This design comes from an exercise in tuning for small area and a short achievable clock period on the open sky130 flow, not from production work. At most, simulation tests tie the RTL to the original design; equivalence was not proved. No functional check of the RTL was part of runs 2 and 3. No activity file was given, so power comes from the tool's default toggle rates.

## flow/design.v (module list and top-level ports; edited modules follow where they fit)
// module alu: 645 lines
module alu(FPUCLK, RST, A, B, CTRL, OUT);
  // ...
==> flow/flow/run.sh <==
#!/bin/bash
set -euo pipefail
cd "$(dirname "$0")/.."
export BUFFER_PORTS_ARGS="-buffer_cell sky130_fd_sc_hd__buf_2"
export SYNTH_ARGS="-noabc"
bash standard.sh > standard_flow.log 2>&1
==> flow/standard.sh <==
#!/bin/bash
# synth_recipe.tcl (not shown) runs the flow's synth.tcl, then flattens the netlist and writes it again
# the make line also repeats each setting of config.mk as NAME=value (left out here)
make -C /OpenROAD-flow-scripts/flow DESIGN_CONFIG=/design/flow/config.mk WORK_HOME=/design/flow/orfs CLKGATE_MAP_FILE= SYNTH_SCRIPT=/design/flow/synth_recipe.tcl "${@:-finish}"
==> flow/config.mk <==
export PLATFORM = sky130hd
export DESIGN_NAME = alu
export DESIGN_NICKNAME = alu
export VERILOG_FILES = /design/flow/design.v
export SDC_FILE = /design/flow/constraint.sdc
export NUM_CORES = 4
export LEC_CHECK = 0
export CAP_MARGIN = 20
export CELL_PAD_IN_SITES_DETAIL_PLACEMENT = 0
export CORE_MARGIN = 2
export CORE_UTILIZATION = 35
export SETUP_SLACK_MARGIN = 3.6
export SLEW_MARGIN = 20
export TNS_END_PERCENT = 5
==> flow/constraint.sdc <==
create_clock -name core_clock -period 7.0 [get_ports {FPUCLK}]
set_input_delay 1.4000 -clock core_clock [delete_from_list [all_inputs] [get_ports {FPUCLK}]]
set_output_delay 1.4000 -clock core_clock [all_outputs]
set_load 0.01 [all_outputs]
==> impl_metrics.yaml, run 1 <==
cells_and_area:
  layout_common_cells: "and2_1, fa_1, dfxtp_1"
  n_all_inverters: 85
global_routing:
  antenna_found_initial: 0
  top_usage_layer: "met2"
clock_tree:
  clk_latency_ns: 0.58
  clk_pin_slew_ns: 0.06
  cts-root-buf: "clkbuf_16"
power_and_ir_drop:
  swShare_pct: 44.4
  top_power_group: "combinational logic"
  p_total_mw: 9.78
  comb-power_mw: 5.85
  power_per_cell_area_mw_per_mm2: 416
logic_synthesis:
  synthXorXnorAreaFrac_pct: 2.83
  yosys-top-cells-count: "and2_1, fa_1, dfxtp_1"
  synth_ff_type: "dfxtp_1"
drt:
  wl_met3_um: 4240
  drt_wl_total_um: 63800
sta:
  slew_viol_final: 0
  period_minus_slack_ns: 3.51
  setup_ws_ns: 3.49
placed_design:
  dpl.hpwl_um: 46300
die:
  row_count: 89
critical_path:
  start_kind: "flop"
run:
  maxCapViolCount: 0
outcome:
  outcome: "complete, no violations"
==> run 2, diff against run 1 <==
--- a/flow/design.v
+++ b/flow/design.v
@@ -19,35 +19,36 @@
   wire sel_b = sp_b | (~sp_a & (dab[7] | (d_zero & f_lt)));
   wire [7:0] sh = dab[7] ? dba : dab;
   wire sh_big = (sh > 8'd23) | sp_a | sp_b;
   wire swap = ~mul0 & sel_b;
   wire eff_sub = sa ^ sb ^ sub0;
   wire inf_s_add = a_inf ? sa : sb;
   wire [7:0] e_mul = ea + eb + 8'h81;
   wire s_mul = sa ^ sb;
-  reg [22:0] ma, mb;        
+  reg [22:0] nma, nmb;      
   reg r1_swap, r1_mul, r1_sub, r1_shbig, r1_sa, r1_sb, r1_inf, r1_zero;
   reg [4:0] r1_sh;
   reg [7:0] r1_ea, r1_eb;
   always @(posedge FPUCLK) begin
-    ma <= fa;
-    mb <= fb;
+    nma <= ~fa;
+    nmb <= ~fb;
     r1_swap <= swap;
     r1_mul <= mul0;
     r1_sub <= ~mul0 & eff_sub;
     r1_shbig <= sh_big;
     r1_sh <= sh[4:0];
     r1_ea <= mul0 ? e_mul : ea;
     r1_eb <= eb;
     r1_sa <= mul0 ? s_mul : ((a_inf | b_inf) ? inf_s_add : sa);
     r1_sb <= (a_inf | b_inf) ? inf_s_add : (sp_b ? (sb | sub0) : (sb ^ sub0));
     r1_inf <= a_inf | b_inf;
     r1_zero <= mul0 & (a_zero | b_zero);
   end
+  wire [22:0] ma = ~nma, mb = ~nmb;
   wire [22:0] xa = r1_swap ? mb : ma;
   wire [22:0] xb = r1_swap ? ma : mb;
   wire [23:0] big = {1'b1, xa};
   wire [23:0] sh0 = r1_shbig ? 24'd0 : {1'b1, xb};
   wire [23:0] sh1 = r1_sh[0] ? {1'b0, sh0[23:1]} : sh0;
   wire [23:0] sh2 = r1_sh[1] ? {2'b0, sh1[23:2]} : sh1;
   wire [23:0] sh3 = r1_sh[2] ? {4'b0, sh2[23:4]} : sh2;
   wire [23:0] sh4 = r1_sh[3] ? {8'b0, sh3[23:8]} : sh3;
==> flow/config.mk (replaced) <==
export PLATFORM = sky130hd
export DESIGN_NAME = alu
export DESIGN_NICKNAME = alu
export VERILOG_FILES = /design/flow/design.v
export SDC_FILE = /design/flow/constraint.sdc
export NUM_CORES = 4
export LEC_CHECK = 0
export CAP_MARGIN = 20
export CELL_PAD_IN_SITES_DETAIL_PLACEMENT = 1
export CORE_MARGIN = 2
export CORE_UTILIZATION = 35
export SETUP_SLACK_MARGIN = 3.6
export SLEW_MARGIN = 20
export TNS_END_PERCENT = 5
==> run 2 against run 1 <==
Clock power decreased by 4%. Die area decreased by 2.7%. Synthesized area decreased by 2.8%. Hold slack improved by 0.012 ns. Total power increased by 3.6%. Synthesized cell count increased by 3.6%. Sequential power decreased by 2%. Largest cell class unchanged. Register-to-register slack got worse by 0.18 ns. Routed wire length increased by 6.2%.
==> impl_metrics.yaml, run 2 <==
critical_path:
  start_kind: "flop"
  timing.rr.start: "nma[22]"
  crit_required_ns: 7.42
  path_class: "flop to flop"
  endpoint: "r2_m[4]"
  worst-endpoint-arrival_ns: 4.11
  r2r-end: "r2_m[4]"
  timing.critical_path.from: "nma[22]"
  reg2reg_depth: 10
  end_kind: "flop"
  regToRegSetupSlack_ns: 3.32
  cp_max_fo: 7
sta:
  period_share_pct: 52.6
  rsz0062_at_grt: "yes"
  slew_viol_final: 0
  max_freq_mhz: 271
  tightest_slew_ns: 0.937
  setup_ws_ns: 3.32
  hold_viol: 0
  setup_viol: 0
  relSlewSlack_pct: 37.5
  finalSetupTns_ns: 0
  fin_hold_ws_ns: 0.336
  fin_skew_ns: 0.0221
  period_minus_slack_ns: 3.68
outcome:
  outcome: "complete, no violations"
global_routing:
  antenna_found_initial: 0
  grt_remaining_overflow: 0
  grtUsageTotal_pct: 22.8
  grt_pass1_vias: 18500
  grt_pass1_wl_um: 106000
  grt_max_degree: 73
drt:
  wl_per_cell_um: 23.0
  drc: 0
  post_drt_via_cell_ratio: 5.56
  drt_iter0_markers: 1153
  vias: 16400
  dr.pass1.iters: 5
  drt_wl_total_um: 67800
  antenna_left: 0
logic_synthesis:
  synth_top_area_share_pct: 25.6
  synth_edf_count: 0
  synthCells: 2111
  ys.warnings.count: 1
  synth.area.top_cells: "fa_1, dfxtp_1, ha_1"
  syn_nets: 2536
  avgSynthCellArea_um2: 9.55
  synth_top_area_cell: "fa_1"
  yosys-top-cells-count: "nor2_1, fa_1, dfxtp_1"
  async_flop_share_pct: 14.6
  ys_seq_area_share_pct: 26.0
  ys_ff_latch: 253
  synth_cell_types: 78
  synth.most_common_cell: "nor2_1"
  synth_ff_type: "dfxtp_1"
  synthesis.area_mm2: 0.0202
power_and_ir_drop:
  p_total_mw: 10.1
  power_per_cell_area_mw_per_mm2: 441
  leakagePower_nw: 10.1
  vdd_drop_max_v: 0.000346
cells_and_area:
  final_common_cell: "nor2_1"
  nFillCells: 6448
  drive_above_1_share_pct: 17.1
  n_antenna_cell: 0
  final_nets: 2593
  regMostFlops: "r2_m"
  largest_reg_flops: 92
  utilization_pct: 40.5
  syn2layout_area_growth_pct: 14.0
  layout_common_cells: "nor2_1, fa_1, dfxtp_1"
  reg_top3: "r2_m x92, r3_m x25"
placed_design:
  io_buffers: 99
  dpl.hpwl_um: 48100
  dp_slack_ns: 2.91
  gp_congestion: 0.919
clock_tree:
  clk_latency_ns: 0.57
  cts_buffer_depth: 3
  cts.sinks: 253
  h-tree-depth: 1
  cts_tree: "done"
  cts_made_buffers: 29
  cts-root-buf: "clkbuf_16"
  clk_pin_slew_ns: 0.06
die:
  core-area_mm2: 0.0567
  pin_count: 101
  start_util_pct: 35.5
  fp.dieArea_mm2: 0.0595
  die-width_um: 244
  row_count: 87
  die_h_um: 244
worst_hold_path:
  min_path_type: "flop to flop"
run:
  maxCapViolCount: 0
-- run 2: layer usage --
metal  track usage, %  up-vias  wire (um)
li1                 -     7126          -
met1             28.0     8333      27300
met2             39.8      709      33100
met3             3.51      217       4350
met4             9.47        0       3010
met5                0        -          0
-- run 2: cell families after synthesis --
logic type | count (synthesis) | share of synthesized area, %
AO/OA/AOI/OAI | 340 | 10.8
XOR/XNOR | 66 | 2.87
adder cells (fa/ha/maj) | 356 | 31.7
flip-flops | 253 | 26.0
AND/OR/NAND/NOR | 708 | 16.5
buffers and inverters | 287 | 5.60
multiplexers | 101 | 6.47
-- run 2: how the worst min path moves through the flow --
stage                     depth (start not counted)  slack (ns)  endpoint     from
after floorplan                                   0        0.31    r2_inf   r1_inf
after global placement                            0        0.31   r3_e[6]  r2_e[6]
after detailed placement                          0        0.31   r2_zero  r1_zero
after CTS                                         0        0.34   r2_zero  r1_zero
after global routing                              0        0.35   r3_e[4]  r2_e[4]
final                                             0        0.34   r2_zero  r1_zero
-- run 2: layout make-up --
type                    count  area (um2)  area share (%)
multi-input cells        1571       14100            61.2
flip-flops and latches    253        5300            23.1
repair buffers            145        1050            4.56
well taps                 756         946            4.12
clock buffers              39         856            3.72
inverters                 168         631            2.74
clock inverters            15         144           0.626
-- run 2: worst max-delay path, stage by stage, from the launching register on --
cell     delay [ns]
dfxtp_4        0.35
buf_12         0.14
or2_2          0.33
fa_1           0.53
inv_1          0.06
fa_1           0.55
fa_1           0.46
fa_1           0.52
fa_1           0.43
nand2_1        0.09
o21ai_0        0.10
-- run 2: timing repair --
action | CTS | global route
cloned | 5 | 0
endpoints found under the setup margin | 78 | 77
gates resized for setup | 90 | 8
hold endpoints to repair | 0 | 0
setup buffers | 11 | 4
pin swaps | 48 | 6
hold buffers | 0 | 0
-- run 2: metrics by stage --
| stage | cell area [um2] | cells |
|---|---|---|
| finish | 23000 | 2947 |
| global placement | 21300 | 2873 |
| detailed placement | 21300 | 2873 |
| floorplan | 20200 | 2111 |
| CTS | 22900 | 2943 |
| global route | 23000 | 2947 |
-- run 2: power breakdown --
group	total, mW	switching, mW	internal (mW)
clock	1.55	0.644	0.907
combinational	6.31	3.63	2.68
sequential	2.28	0.398	1.88
==> run 3, diff against run 2 <==
--- a/flow/config.mk
+++ b/flow/config.mk
@@ -9,6 +9,6 @@
 export CELL_PAD_IN_SITES_DETAIL_PLACEMENT = 1
 export CORE_MARGIN = 2
 export CORE_UTILIZATION = 35
-export SETUP_SLACK_MARGIN = 3.6
+export SETUP_SLACK_MARGIN = 4
 export SLEW_MARGIN = 20
 export TNS_END_PERCENT = 5
==> run 3 against run 2 <==
Clock skew grew 0.0038 ns. Die area is the same. Combinational power shrank 5.4%. Cell count grew 0.58%. Global-route usage shrank 0.66 points. Largest cell class unchanged. Worst setup slack gained 0.052 ns. Non-clock buffer count grew 16. Sequential power is essentially flat. Flip-flop and latch count is the same. Routed wire length shrank 0.88%.
==> impl_metrics.yaml, run 3 <==
placed_design:
  gp_congestion: 0.921
  io_buffers: 99
  dpl.hpwl_um: 47500
  dpl_cell_area_mm2: 0.0214
cells_and_area:
  fin_area_mm2: 0.0231
  multi_input_area_mm2: 0.0141
  ff_latch_area_mm2: 0.00531
  regMostFlops: "r2_m"
  drive_above_1_share_pct: 18.5
  final_nets: 2611
  layout_common_cells: "nor2_1, fa_1, dfxtp_1"
  nFillCells: 6448
  largest_reg_flops: 92
  final_common_cell: "nor2_1"
  reg_top3: "r2_m x92, r3_m x25"
  syn2layout_area_growth_pct: 14.8
clock_tree:
  cts_buffer_depth: 3
  clk_pin_slew_ns: 0.07
  cts-root-buf: "clkbuf_16"
  cts.sinks: 253
  h-tree-depth: 1
  cts_tree: "done"
  clk_latency_ns: 0.57
  cts_made_buffers: 29
outcome:
  outcome: "complete, no violations"
global_routing:
  grt_remaining_overflow: 0
  antenna_found_initial: 1
  grt_pass1_vias: 18100
  grtUsageTotal_pct: 22.2
  grt_pass1_wl_um: 103000
  grt_max_degree: 64
sta:
  max_freq_mhz: 275
  hold_viol: 0
  fin_skew_ns: 0.0258
  relSlewSlack_pct: 36.9
  finalSetupTns_ns: 0
  slew_viol_final: 0
  period_share_pct: 51.9
  tightest_slew_ns: 0.947
  rsz0062_at_grt: "yes"
  setup_viol: 0
  period_minus_slack_ns: 3.63
logic_synthesis:
  synthesis.area_mm2: 0.0202
  avgSynthCellArea_um2: 9.55
  ys.warnings.count: 1
  synth_top_area_share_pct: 25.6
  synth.area.top_cells: "fa_1, dfxtp_1, ha_1"
  ys_seq_area_share_pct: 26.0
  async_flop_share_pct: 14.6
  yosys-top-cells-count: "nor2_1, fa_1, dfxtp_1"
  synth_cell_types: 78
  synth_top_area_cell: "fa_1"
  synth.most_common_cell: "nor2_1"
  ys_ff_latch: 253
  synthCells: 2111
  synth_ff_type: "dfxtp_1"
  syn_nets: 2536
  synth_edf_count: 0
drt:
  drt_wl_total_um: 67200
  antenna_left: 0
  drt_iter0_markers: 1291
  wl_per_cell_um: 22.7
  vias: 16400
  post_drt_via_cell_ratio: 5.54
  drc: 0
  dr.pass1.iters: 5
worst_hold_path:
  whs_path_depth: 0
  min-delay-start: "r2_zero"
  min_path_type: "flop to flop"
  holdPathEnd: "r3_zero"
die:
  fp.dieArea_mm2: 0.0595
  die_h_um: 244
  core-area_mm2: 0.0567
  start_util_pct: 35.5
  die-width_um: 244
  row_count: 87
  pin_count: 101
power_and_ir_drop:
  internal_power_mw: 5.45
  p_sw_mw: 4.45
  p_comb_share_pct: 60.3
  swShare_pct: 45.0
  leakagePower_nw: 10.2
  power_per_cell_area_mw_per_mm2: 428
  clkPwrFrac_pct: 16.6
  seq_power_share_pct: 23.2
  vdd_drop_max_v: 0.000276
critical_path:
  start_kind: "flop"
  crit_required_ns: 7.38
  end_kind: "flop"
  regToRegSetupSlack_ns: 3.37
  reg2reg_depth: 9
  timing.rr.start: "nma[18]"
  worst-endpoint-arrival_ns: 4.02
  cp_max_fo: 22
  r2r-end: "r2_m[8]"
  path_class: "flop to flop"
run:
  maxCapViolCount: 0
==> run 3: cell count changes in the layout (fill, tap and decap cells not counted), sizes merged <==
cell,before,now
buf,140,159
clkinvlp,1,3
clkbuf,39,35
diode,0,1
o21ai,106,108
bufinv,1,5
clkinv,9,5
bufbuf,5,2
==> run 3: cell type report <==
| cell class | count | area share, % |
|---|---|---|
| Inverter | 168 | 2.72 |
| Clock inverter | 17 | 1.04 |
| Clock buffer | 35 | 3.45 |
| Antenna cell | 1 | 0.0108 |
| Multi-Input combinational cell | 1573 | 60.9 |
| Tap cell | 756 | 4.09 |
| Timing Repair Buffer | 161 | 4.87 |
| Sequential cell | 253 | 23.0 |
==> run 3: routing by layer <==
layer | track usage, % | part of all wire, % | vias up
met1 | 27.9 | 41 | 8420
li1 | - | - | 7136
met4 | 8.43 | 4.2 | 0
met3 | 4.01 | 6.5 | 190
met2 | 37.7 | 48 | 662
met5 | 0 | 0 | -
==> run 3: worst max-delay path, stage by stage (launching register included) <==
cell     delay [ns]
dfxtp_1        0.35
buf_6          0.32
nor2_1         0.10
fa_1           0.53
fa_1           0.45
fa_1           0.53
fa_1           0.45
fa_1           0.49
nand2_1        0.09
o21ai_0        0.13
==> run 3: worst max-delay path by stage <==
stage / start / to / depth (start not counted)
floorplan: nma[21] / r2_m[16] / 10
global placement: A[24] / r1_swap / 11
detailed placement: A[24] / r1_swap / 11
CTS: r2_m[36] / r3_m[23] / 12
global route: r2_m[36] / r3_m[23] / 12
finish: nma[18] / r2_m[8] / 9
==> run 3: cells by family after synthesis <==
group,Yosys count,share of synthesized area (%)
compound gates,340,10.8
xor+xnor,66,2.87
fa+ha+maj,356,31.7
buf+inv,287,5.60
flops,253,26.0
mux,101,6.47
simple gates,708,16.5
==> run 3: repair_timing <==
item                                    CTS  global route
gates resized for setup                  68            40
hold buffers                              0             0
endpoints found under the hold margin     0             0
buffers inserted                         10            21
endpoints found under the setup margin  130           147
pin swaps                                11             8
cloned                                    2             2
==> run 3: metrics by stage <==
stage	cells	util (%)	hold slack, ns	power, mW	worst slack, ns
floorplan	2111	-	0.310	6.11	3.65
global placement	2876	37.7	0.313	7.47	3.15
detailed placement	2876	37.7	0.313	7.73	3.04
CTS	2940	40.2	0.328	9.54	3.42
global route	2963	40.8	0.345	10.6	3.28
finish	2964	40.8	0.328	9.91	3.37
==> run 3: power groups by stage <==
stage	Sequential, mW	Clock [mW]	Combinational (mW)
6_report	2.30	1.64	5.97
3_5_place_dp	2.30	0	5.43
2_1_floorplan	2.10	0	4.00
3_3_place_gp	2.28	0	5.20
4_1_cts	2.27	1.67	5.60
5_1_grt	2.34	1.73	6.54

==> separate check: timing with driven ports <==
The flow's constraints put no driver on any port. The routed layouts listed below were extracted and timed again, unchanged, in two steps.
Step 1, drivers: a clkbuf_16 drives FPUCLK and a buf_2 each remaining input, both assumed.
Step 2 moves the port delays by t, midway between the first and last clock arrival at a register: inputs arrive t later, outputs are due t later. That takes back most of the time a late clock gives input paths.
Three values: ideal, step 1, step 2; two values: the first two.
| run | t (ns) | setup slack, ns | worst setup path at the end |
|---|---|---|---|
| run 1 | 0.620 | 3.492 / 3.492 / 2.968 | input to register |
| run 2 | 0.613 | 3.315 / 3.315 / 2.858 | input to register |
| run 3 | 0.608 | 3.367 / 3.367 / 2.955 | input to register |
After both steps every run listed still meets setup and hold. For run 1, which loses most, drivers alone change the setup slack by 0.000 ns; drivers and shift together by -0.524 ns.
